This is an optimization exercise on Yosys and OpenROAD, whose aim is a short achievable clock period and few clock cycles per item, not a production implementation. Where RTL was checked, it was by simulation tests only, not by an equivalence proof against the original. No activity file was given, so power comes from the tool's default toggle rates.

==> flow/design.v <==
module cpu(clk, rst, imem_addr, imem_rdata, dmem_addr, dmem_rdata, dmem_we, dmem_wdata);
  input clk;
  input rst;
  output [9:0] imem_addr;
  input [31:0] imem_rdata;
  output [9:0] dmem_addr;
  input [31:0] dmem_rdata;
  output dmem_we;
  output [31:0] dmem_wdata;
  reg [31:0] RF [1:31];
  reg [31:0] wRes, w2Res;      
  reg [4:0] wDest;             
  reg [4:0] eDest;
  reg eSW, eK;
  wire [4:0] eDestV = eK ? 5'd0 : eDest;
  wire eSWV = eSW & ~eK;
  reg [15:0] bhtH, bhtL;
  integer k;
  reg uV, uInv;
  reg [3:0] uIdx;
  reg [9:0] PC;
  wire [31:0] fI = imem_rdata;
  wire fJ = fI[31:26] == 6'd2;
  wire fBr = fI[31:27] == 5'b00010;
  wire fInv = bhtH[PC[3:0]];
  wire fPT = fBr & (fI[15] ^ fInv);
  wire [9:0] fPC1 = PC + 10'd1;
  wire [9:0] fBT;
  add10c u_fbt(.a(PC), .b(fI[9:0]), .ci(1'b1), .s(fBT));
  wire [9:0] fNext0 = fJ ? fI[9:0] : fBr & fI[15] ? fBT : fPC1;
  wire [9:0] fNext1 = fJ ? fI[9:0] : fBr & ~fI[15] ? fBT : fPC1;
  wire [9:0] fNext = fInv ? fNext1 : fNext0;
  wire [9:0] fAlt = fInv ^ fI[15] ? fPC1 : fBT;
  wire [4:0] fRs = fI[25:21], fRt = fI[20:16];
  wire [31:0] fA0 = fRs[2:0] == 3'd0 ? 32'd0 : RF[{2'd0, fRs[2:0]}];
  wire [31:0] fA1 = RF[{2'd1, fRs[2:0]}], fA2 = RF[{2'd2, fRs[2:0]}], fA3 = RF[{2'd3, fRs[2:0]}];
  wire [31:0] fB0 = fRt[2:0] == 3'd0 ? 32'd0 : RF[{2'd0, fRt[2:0]}];
  wire [31:0] fB1 = RF[{2'd1, fRt[2:0]}], fB2 = RF[{2'd2, fRt[2:0]}], fB3 = RF[{2'd3, fRt[2:0]}];
  reg [31:0] dI;
  reg [31:0] dA0, dA1, dA2v, dA3v, dB0, dB1, dB2v, dB3v;
  reg dV, dPT, dA2, dA3, dB2, dB3;
  reg [3:0] gA, gB;            
  reg dStall;                  
  reg [9:0] dAlt;
  reg [3:0] dIdx;
  wire [5:0] dOp = dI[31:26], dFn = dI[5:0];
  wire [4:0] dRs = dI[25:21], dRt = dI[20:16], dRd = dI[15:11];
  wire dR = dOp == 6'd0;
  wire dSLL = dR & dFn == 6'd0, dSRL = dR & dFn == 6'd2, dADD = dR & dFn == 6'd32,
       dSUB = dR & dFn == 6'd34, dAND = dR & dFn == 6'd36, dOR = dR & dFn == 6'd37,
       dNOR = dR & dFn == 6'd39;
  wire dADDI = dOp == 6'd8, dANDI = dOp == 6'd12, dORI = dOp == 6'd13,
       dLW = dOp == 6'd35, dSW = dOp == 6'd43, dBEQ = dOp == 6'd4, dBNE = dOp == 6'd5;
  wire dRW = dSLL | dSRL | dADD | dSUB | dAND | dOR | dNOR;
  wire dIW = dADDI | dANDI | dORI | dLW;
  wire [4:0] dDest = dRW ? dRd : dIW ? dRt : 5'd0;
  wire dImm = dADDI | dANDI | dORI;
  wire [31:0] dSimm = {{16{dI[15]}}, dI[15:0]};
  wire [31:0] dA = ({32{gA[0]}} & dA0) | ({32{gA[1]}} & dA1) | ({32{gA[2]}} & dA2v) | ({32{gA[3]}} & dA3v);
  wire [31:0] dB = ({32{gB[0]}} & dB0) | ({32{gB[1]}} & dB1) | ({32{gB[2]}} & dB2v) | ({32{gB[3]}} & dB3v);
  wire [31:0] dAv = dA2 ? wRes : dA3 ? w2Res : dA;
  wire [31:0] dBv = dB2 ? wRes : dB3 ? w2Res : dB;
  wire [9:0] dAddr;
  add10c u_addr(.a(dAv[9:0]), .b(dI[11:2]), .ci(1'b0), .s(dAddr));
  wire dMA = eDestV != 5'd0 & eDestV == dRs;
  wire dMB = eDestV != 5'd0 & eDestV == dRt;
  wire dGo = dV & ~dStall;
  wire fLW = fI[31:26] == 6'd35, fMem = fLW | fI[31:26] == 6'd43;
  wire fStall = (fMem & dGo & dDest != 5'd0 & dDest == fRs) | (fLW & dGo & dSW);
  reg eBeq, eBne, ePT, eSt;
  reg [3:0] eIdx;
  reg [9:0] eAlt, eAddr, mAddr;
  reg [31:0] eA, eB, eO2;      
  reg eSub;
  reg [4:0] eSh;
  reg sAdd, sAnd, sOr, sNor, sSll, sSrl, sLw;
  reg sWe;
  reg [31:0] sData;
  wire [32:0] sumx = {eA, 1'b1} + {eO2, eSub};
  wire [31:0] sum = sumx[32:1];
  wire [31:0] res = ({32{sAdd}} & sum) | ({32{sAnd}} & (eA & eO2)) | ({32{sOr}} & (eA | eO2))
                  | ({32{sNor}} & ~(eA | eO2)) | ({32{sSll}} & (eB << eSh))
                  | ({32{sSrl}} & (eB >> eSh)) | ({32{sLw}} & dmem_rdata);
  wire eEq = eA == eB;
  wire eBr = ~eK & (eBeq | eBne);
  wire eTaken = eBeq ? eEq : ~eEq;
  wire eMis = eBr & (eTaken ^ ePT);
  wire [31:0] nA = dMA ? res : dAv;
  wire [31:0] nB = dMB ? res : dBv;
  assign imem_addr = PC;
  assign dmem_addr = mAddr;
  assign dmem_we = sWe;
  assign dmem_wdata = sData;
  always @(posedge clk) begin
    if(rst) begin
      PC <= 10'd0;
      dV <= 1'b0;
      bhtH <= 16'd0;
      bhtL <= 16'd0;
      uV <= 1'b0;
      eDest <= 5'd0;
      eSW <= 1'b0;
      eBeq <= 1'b0;
      eBne <= 1'b0;
      eK <= 1'b0;
      dStall <= 1'b0;
      wDest <= 5'd0;
      sWe <= 1'b0;
    end else begin
      if(eMis) begin
        PC <= eAlt;
        dV <= 1'b0;
      end else if(~dStall) begin
        PC <= fNext;
        dV <= 1'b1;
      end
      for(k = 0; k < 16; k = k + 1)
        if(uV & uIdx == k) begin
          bhtH[k] <= uInv ? bhtH[k] | bhtL[k] : bhtH[k] & bhtL[k];
          bhtL[k] <= uInv ? ~bhtL[k] | bhtH[k] : ~bhtL[k] & bhtH[k];
        end
      uV <= eBr;
      eDest <= dGo ? dDest : 5'd0;
      eSW <= dGo & dSW;
      eBeq <= dGo & dBEQ;
      eBne <= dGo & dBNE;
      eK <= eMis;
      dStall <= ~eMis & ~dStall & fStall;
      wDest <= eDestV;
      sWe <= eSWV;
    end
    uIdx <= eIdx;
    uInv <= eTaken ^ eSt;
    if(~dStall) begin
      dI <= fI;
      dPT <= fPT;
      dAlt <= fAlt;
      dIdx <= PC[3:0];
      gA <= 4'd1 << fI[25:24];
      gB <= 4'd1 << fI[20:19];
      dA0 <= fA0; dA1 <= fA1; dA2v <= fA2; dA3v <= fA3;
      dB0 <= fB0; dB1 <= fB1; dB2v <= fB2; dB3v <= fB3;
      dA2 <= eDestV != 5'd0 & eDestV == fRs;
      dB2 <= eDestV != 5'd0 & eDestV == fRt;
      dA3 <= wDest != 5'd0 & wDest == fRs;
      dB3 <= wDest != 5'd0 & wDest == fRt;
    end else begin
      dA0 <= dAv; dA1 <= dAv; dA2v <= dAv; dA3v <= dAv;
      dB0 <= dBv; dB1 <= dBv; dB2v <= dBv; dB3v <= dBv;
      dA2 <= dMA;
      dB2 <= dMB;
      dA3 <= 1'b0;
      dB3 <= 1'b0;
    end
    ePT <= dPT;
    eSt <= dI[15];
    eIdx <= dIdx;
    eAlt <= dAlt;
    eAddr <= dAddr;
    mAddr <= eSWV ? eAddr : dAddr;
    eA <= nA;
    eB <= nB;
    eO2 <= dImm ? dSimm : nB ^ {32{dSUB}};
    eSub <= dSUB;
    eSh <= dI[10:6];
    sAdd <= dADD | dSUB | dADDI;
    sAnd <= dAND | dANDI;
    sOr <= dOR | dORI;
    sNor <= dNOR;
    sSll <= dSLL;
    sSrl <= dSRL;
    sLw <= dLW;
    sData <= eB;
    wRes <= res;
    w2Res <= wRes;
    if(wDest != 5'd0) RF[wDest] <= wRes;
  end
endmodule
module add10c(a, b, ci, s);
  input [9:0] a, b;
  input ci;
  output [9:0] s;
  wire [10:0] x = {a, 1'b1} + {b, ci};
  assign s = x[10:1];
endmodule
==> flow/config.mk <==
export PLATFORM = sky130hd
export DESIGN_NAME = cpu
export DESIGN_NICKNAME = cpu
export VERILOG_FILES = /design/flow/design.v
export SDC_FILE = /design/flow/constraint.sdc
export NUM_CORES = 8
export LEC_CHECK = 0
export CAP_MARGIN = 20
export CORE_MARGIN = 2
export CORE_UTILIZATION = 40
export SETUP_SLACK_MARGIN = 5
export SLEW_MARGIN = 20
export SYNTH_HIERARCHICAL = 1
==> flow/constraint.sdc <==
create_clock -name core_clock -period 7.5 [get_ports {clk}]
set_input_delay 1.5000 -clock core_clock [delete_from_list [all_inputs] [get_ports {clk}]]
set_output_delay 1.5000 -clock core_clock [all_outputs]
set_load 0.01 [all_outputs]
standard.sh (not shown) runs the stock make flow with config.mk's settings and CLKGATE_MAP_FILE= SYNTH_SCRIPT=/design/flow/synth_recipe.tcl, a recipe that flattens the netlist after the stock synthesis.
==> flow/flow/run.sh <==
#!/bin/bash
# The standard layout (standard.sh) with these changes:
# - synthesis leaves Yosys's adders to ABC instead of mapping them to the
#   library's full/half-adder cells, and ABC maps for delay with its classic
#   mapper (flow/abc.script) instead of ORFS's speed script;
# - timing repair aims at a 5 ns setup margin;
set -o pipefail
export ADDER_MAP_FILE=
export MY_ABC_SCRIPT=$PWD/flow/abc.script
# The standard flow's synthesis script with the ABC script replaced
{ head -n 1 synth_recipe.tcl
  cat <<'EOT'
proc abc {args} {
  set i [lsearch -exact $args -script]
  if {$i >= 0} { set args [lreplace $args $i [expr {$i + 1}] -script $::env(MY_ABC_SCRIPT)] }
  yosys abc {*}$args
}
EOT
  tail -n +2 synth_recipe.tcl; } > flow_synth.tcl
bash standard.sh SYNTH_SCRIPT=$PWD/flow_synth.tcl SETUP_SLACK_MARGIN=5 PRE_RESIZE_TCL=$PWD/flow/pre_resize.tcl finish 2>&1 | tee standard.log
==> flow/flow/abc.script <==
strash
map -D 300
buffer -c
topo
stime -c
upsize -c
dnsize -c
==> flow/flow/pre_resize.tcl <==
# Before the first buffering pass (repair_design): keep fanout low, so that
# high-fanout nets get buffer trees rather than long slow wires.
set_max_fanout 16 [current_design]
Testbench counts at the start, summed over its fixed seeds: cycles 47,280, instructions 44,290.
Change:
--- a/flow/design.v
+++ b/flow/design.v
@@ -37,4 +37,16 @@
   wire [31:0] fB0 = fRt[2:0] == 3'd0 ? 32'd0 : RF[{2'd0, fRt[2:0]}];
   wire [31:0] fB1 = RF[{2'd1, fRt[2:0]}], fB2 = RF[{2'd2, fRt[2:0]}], fB3 = RF[{2'd3, fRt[2:0]}];
+  reg [7:0] cV;
+  reg [8*39-1:0] cE;
+  reg fill;                    
+  reg kV;
+  reg [31:0] kI;
+  reg [9:0] kAlt1;             
+  wire [4:0] kRs = kI[25:21], kRt = kI[20:16];
+  wire [31:0] kA0 = kRs[2:0] == 3'd0 ? 32'd0 : RF[{2'd0, kRs[2:0]}];
+  wire [31:0] kA1 = RF[{2'd1, kRs[2:0]}], kA2 = RF[{2'd2, kRs[2:0]}], kA3 = RF[{2'd3, kRs[2:0]}];
+  wire [31:0] kB0 = kRt[2:0] == 3'd0 ? 32'd0 : RF[{2'd0, kRt[2:0]}];
+  wire [31:0] kB1 = RF[{2'd1, kRt[2:0]}], kB2 = RF[{2'd2, kRt[2:0]}], kB3 = RF[{2'd3, kRt[2:0]}];
+  wire fCtl = fJ | fBr;
   reg [31:0] dI;
   reg [31:0] dA0, dA1, dA2v, dA3v, dB0, dB1, dB2v, dB3v;
@@ -44,4 +56,5 @@
   reg [9:0] dAlt;
   reg [3:0] dIdx;
+  wire [38:0] cR = cE[39*dAlt[2:0] +: 39];   
   wire [5:0] dOp = dI[31:26], dFn = dI[5:0];
   wire [4:0] dRs = dI[25:21], dRt = dI[20:16], dRd = dI[15:11];
@@ -71,13 +84,13 @@
   reg [3:0] eIdx;
   reg [9:0] eAlt, eAddr, mAddr;
-  reg [31:0] eA, eB, eO2;      
-  reg eSub;
+  reg [31:0] eA, eB, eO2, eO2n;  
   reg [4:0] eSh;
-  reg sAdd, sAnd, sOr, sNor, sSll, sSrl, sLw;
+  reg sAdd, sSub, sAnd, sOr, sNor, sSll, sSrl, sLw;
   reg sWe;
   reg [31:0] sData;
-  wire [32:0] sumx = {eA, 1'b1} + {eO2, eSub};
-  wire [31:0] sum = sumx[32:1];
-  wire [31:0] res = ({32{sAdd}} & sum) | ({32{sAnd}} & (eA & eO2)) | ({32{sOr}} & (eA | eO2))
+  wire [31:0] sum = eA + eO2;
+  wire [32:0] difx = {eA, 1'b1} + {eO2n, 1'b1};
+  wire [31:0] dif = difx[32:1];
+  wire [31:0] res = ({32{sAdd}} & sum) | ({32{sSub}} & dif) | ({32{sAnd}} & (eA & eO2)) | ({32{sOr}} & (eA | eO2))
                   | ({32{sNor}} & ~(eA | eO2)) | ({32{sSll}} & (eB << eSh))
                   | ({32{sSrl}} & (eB >> eSh)) | ({32{sLw}} & dmem_rdata);
@@ -105,14 +118,18 @@
       eK <= 1'b0;
       dStall <= 1'b0;
+      cV <= 8'd0;
+      fill <= 1'b0;
       wDest <= 5'd0;
       sWe <= 1'b0;
     end else begin
       if(eMis) begin
-        PC <= eAlt;
-        dV <= 1'b0;
+        PC <= kV ? kAlt1 : eAlt;
+        dV <= kV;
       end else if(~dStall) begin
         PC <= fNext;
         dV <= 1'b1;
       end
+      fill <= eMis & ~kV;
+      if(fill & ~fCtl) cV[PC[2:0]] <= 1'b1;
       for(k = 0; k < 16; k = k + 1)
         if(uV & uIdx == k) begin
@@ -132,5 +149,21 @@
     uIdx <= eIdx;
     uInv <= eTaken ^ eSt;
-    if(~dStall) begin
+    for(k = 0; k < 8; k = k + 1)
+      if(fill & ~fCtl & PC[2:0] == k) cE[39*k +: 39] <= {PC[9:3], fI};
+    kV <= cV[dAlt[2:0]] & cR[38:32] == dAlt[9:3];
+    kI <= cR[31:0];
+    kAlt1 <= dAlt + 10'd1;
+    if(eMis) begin
+      dI <= kI;
+      dPT <= 1'b0;
+      gA <= kRs == 5'd0 ? 4'd0 : 4'd1 << kRs[4:3];
+      gB <= kRt == 5'd0 ? 4'd0 : 4'd1 << kRt[4:3];
+      dA0 <= kA0; dA1 <= kA1; dA2v <= kA2; dA3v <= kA3;
+      dB0 <= kB0; dB1 <= kB1; dB2v <= kB2; dB3v <= kB3;
+      dA2 <= 1'b0;
+      dB2 <= 1'b0;
+      dA3 <= wDest != 5'd0 & wDest == kRs;
+      dB3 <= wDest != 5'd0 & wDest == kRt;
+    end else if(~dStall) begin
       dI <= fI;
       dPT <= fPT;
@@ -161,8 +194,9 @@
     eA <= nA;
     eB <= nB;
-    eO2 <= dImm ? dSimm : nB ^ {32{dSUB}};
-    eSub <= dSUB;
+    eO2 <= dImm ? dSimm : nB;
+    eO2n <= ~nB;
     eSh <= dI[10:6];
-    sAdd <= dADD | dSUB | dADDI;
+    sAdd <= dADD | dADDI;
+    sSub <= dSUB;
     sAnd <= dAND | dANDI;
     sOr <= dOR | dORI;
The changed run completed without violations.
Final cell count increases by 63%.
Global-route usage increases by 7.1 points.
Wire length increases by 83%.
Sequential share of layout area decreases by 6.0 points.
Die area increases by 46%.
Maximum frequency decreases by 4.7%.
No functional check of the RTL was part of the second run of this note.

* * *

job 3216:
RTL: the design.v shown in full above, as it stands there.
Settings: LEC_CHECK=0, CAP_MARGIN=20, CORE_MARGIN=2, CORE_UTILIZATION=40, SETUP_SLACK_MARGIN=5, SLEW_MARGIN=20, SYNTH_HIERARCHICAL=1; clock period 7.5 ns.
==> flow/flow/run.sh <==
#!/bin/bash
# The standard layout (standard.sh) with these changes:
# - synthesis leaves Yosys's adders to ABC instead of mapping them to the
#   library's full/half-adder cells, and ABC maps for delay with its classic
#   mapper (flow/abc.script) instead of ORFS's speed script;
set -o pipefail
export ADDER_MAP_FILE=
export MY_ABC_SCRIPT=$PWD/flow/abc.script
# The standard flow's synthesis script with the ABC script replaced
{ head -n 1 synth_recipe.tcl
  cat <<'EOT'
proc abc {args} {
  set i [lsearch -exact $args -script]
  if {$i >= 0} { set args [lreplace $args $i [expr {$i + 1}] -script $::env(MY_ABC_SCRIPT)] }
  yosys abc {*}$args
}
EOT
  tail -n +2 synth_recipe.tcl; } > flow_synth.tcl
bash standard.sh SYNTH_SCRIPT=$PWD/flow_synth.tcl SETUP_SLACK_MARGIN=5 finish 2>&1 | tee standard.log
Scripts as last shown in full above: flow/flow/abc.script
Testbench counts of job 3216, summed over its fixed seeds: cycles 47,280, instructions 44,290.
The inputs of job 1544 differ from those of job 3216 as listed below.
--- a/flow/design.v
+++ b/flow/design.v
@@ -11,41 +11,39 @@
   reg [31:0] wRes, w2Res;      
   reg [4:0] wDest;             
   reg [4:0] eDest;
   reg eSW, eK;
   wire [4:0] eDestV = eK ? 5'd0 : eDest;
   wire eSWV = eSW & ~eK;
-  reg [15:0] bhtH, bhtL;
+  reg [63:0] bhtH, bhtL;
   integer k;
   reg uV, uInv;
-  reg [3:0] uIdx;
+  reg [5:0] uIdx;
   reg [9:0] PC;
   wire [31:0] fI = imem_rdata;
   wire fJ = fI[31:26] == 6'd2;
   wire fBr = fI[31:27] == 5'b00010;
-  wire fInv = bhtH[PC[3:0]];
+  wire fInv = bhtH[PC[5:0]];
   wire fPT = fBr & (fI[15] ^ fInv);
   wire [9:0] fPC1 = PC + 10'd1;
   wire [9:0] fBT;
   add10c u_fbt(.a(PC), .b(fI[9:0]), .ci(1'b1), .s(fBT));
-  wire [9:0] fNext0 = fJ ? fI[9:0] : fBr & fI[15] ? fBT : fPC1;
-  wire [9:0] fNext1 = fJ ? fI[9:0] : fBr & ~fI[15] ? fBT : fPC1;
-  wire [9:0] fNext = fInv ? fNext1 : fNext0;
-  wire [9:0] fAlt = fInv ^ fI[15] ? fPC1 : fBT;
+  wire [9:0] fNext = fJ ? fI[9:0] : fPT ? fBT : fPC1;
+  wire [9:0] fAlt = fPT ? fPC1 : fBT;
   wire [4:0] fRs = fI[25:21], fRt = fI[20:16];
   wire [31:0] fA0 = fRs[2:0] == 3'd0 ? 32'd0 : RF[{2'd0, fRs[2:0]}];
   wire [31:0] fA1 = RF[{2'd1, fRs[2:0]}], fA2 = RF[{2'd2, fRs[2:0]}], fA3 = RF[{2'd3, fRs[2:0]}];
   wire [31:0] fB0 = fRt[2:0] == 3'd0 ? 32'd0 : RF[{2'd0, fRt[2:0]}];
   wire [31:0] fB1 = RF[{2'd1, fRt[2:0]}], fB2 = RF[{2'd2, fRt[2:0]}], fB3 = RF[{2'd3, fRt[2:0]}];
   reg [31:0] dI;
   reg [31:0] dA0, dA1, dA2v, dA3v, dB0, dB1, dB2v, dB3v;
   reg dV, dPT, dA2, dA3, dB2, dB3;
   reg [3:0] gA, gB;            
   reg dStall;                  
   reg [9:0] dAlt;
-  reg [3:0] dIdx;
+  reg [5:0] dIdx;
   wire [5:0] dOp = dI[31:26], dFn = dI[5:0];
   wire [4:0] dRs = dI[25:21], dRt = dI[20:16], dRd = dI[15:11];
   wire dR = dOp == 6'd0;
   wire dSLL = dR & dFn == 6'd0, dSRL = dR & dFn == 6'd2, dADD = dR & dFn == 6'd32,
        dSUB = dR & dFn == 6'd34, dAND = dR & dFn == 6'd36, dOR = dR & dFn == 6'd37,
        dNOR = dR & dFn == 6'd39;
@@ -65,13 +63,13 @@
   wire dMA = eDestV != 5'd0 & eDestV == dRs;
   wire dMB = eDestV != 5'd0 & eDestV == dRt;
   wire dGo = dV & ~dStall;
   wire fLW = fI[31:26] == 6'd35, fMem = fLW | fI[31:26] == 6'd43;
   wire fStall = (fMem & dGo & dDest != 5'd0 & dDest == fRs) | (fLW & dGo & dSW);
   reg eBeq, eBne, ePT, eSt;
-  reg [3:0] eIdx;
+  reg [5:0] eIdx;
   reg [9:0] eAlt, eAddr, mAddr;
   reg [31:0] eA, eB, eO2;      
   reg eSub;
   reg [4:0] eSh;
   reg sAdd, sAnd, sOr, sNor, sSll, sSrl, sLw;
   reg sWe;
@@ -92,14 +90,14 @@
   assign dmem_we = sWe;
   assign dmem_wdata = sData;
   always @(posedge clk) begin
     if(rst) begin
       PC <= 10'd0;
       dV <= 1'b0;
-      bhtH <= 16'd0;
-      bhtL <= 16'd0;
+      bhtH <= 64'd0;
+      bhtL <= 64'd0;
       uV <= 1'b0;
       eDest <= 5'd0;
       eSW <= 1'b0;
       eBeq <= 1'b0;
       eBne <= 1'b0;
       eK <= 1'b0;
@@ -111,13 +109,13 @@
         PC <= eAlt;
         dV <= 1'b0;
       end else if(~dStall) begin
         PC <= fNext;
         dV <= 1'b1;
       end
-      for(k = 0; k < 16; k = k + 1)
+      for(k = 0; k < 64; k = k + 1)
         if(uV & uIdx == k) begin
           bhtH[k] <= uInv ? bhtH[k] | bhtL[k] : bhtH[k] & bhtL[k];
           bhtL[k] <= uInv ? ~bhtL[k] | bhtH[k] : ~bhtL[k] & bhtH[k];
         end
       uV <= eBr;
       eDest <= dGo ? dDest : 5'd0;
@@ -132,13 +130,13 @@
     uIdx <= eIdx;
     uInv <= eTaken ^ eSt;
     if(~dStall) begin
       dI <= fI;
       dPT <= fPT;
       dAlt <= fAlt;
-      dIdx <= PC[3:0];
+      dIdx <= PC[5:0];
       gA <= 4'd1 << fI[25:24];
       gB <= 4'd1 << fI[20:19];
       dA0 <= fA0; dA1 <= fA1; dA2v <= fA2; dA3v <= fA3;
       dB0 <= fB0; dB1 <= fB1; dB2v <= fB2; dB3v <= fB3;
       dA2 <= eDestV != 5'd0 & eDestV == fRs;
       dB2 <= eDestV != 5'd0 & eDestV == fRt;
==> comparison <==
- Job 1544 | status: complete | timing, DRC, antenna: pass
- Compared with job 3216, in job 1544 synthesized-area fraction occupied by xor and xnor cells stayed essentially flat; leakage component of the power went up; site row count higher; maximum number of pins on one net before global-route repair fell by 23%.
- Taking job 3216 as the reference, in job 1544 relative area change from synthesis to final layout shows no meaningful change; total via count after detailed routing went up about 6.5%.
- Relative to job 3216, the non-clock buffer contribution to total cell area of job 1544 is higher by 0.16 points.
Testbench counts of job 1544, summed over its fixed seeds: cycles 47,280, instructions 44,290.

port drivers added, routing unchanged:
The results above use ideal ports. As a check the final layouts listed here were re-extracted and re-timed, cells and wires unchanged. Step 1, drivers: a clkbuf_16 drives clk and a buf_2 each remaining input, both assumed. Step 2 also shifts input and output timing later by t, the mid clock arrival at the registers, as if the neighbouring blocks saw the same clock. Slacks: no drivers / after step 1 / after step 2; pairs: no drivers / after step 1.
run | t (ns) | setup slack, ns | worst setup path at the end
the first run of note 1 | 0.926 | 4.419 / 4.343 / 3.903 | input to register
the second run of note 1 | 1.050 | 4.266 / 4.248 / 3.502 | input to register
job 3216 | 0.927 | 4.565 / 4.477 / 3.914 | input to register
job 1544 | 0.941 | 4.534 / 4.444 / 3.814 | input to register
After both steps every run listed still meets setup and hold. For the second run of note 1, which loses most, drivers alone change the setup slack by -0.018 ns; drivers and shift together by -0.764 ns.
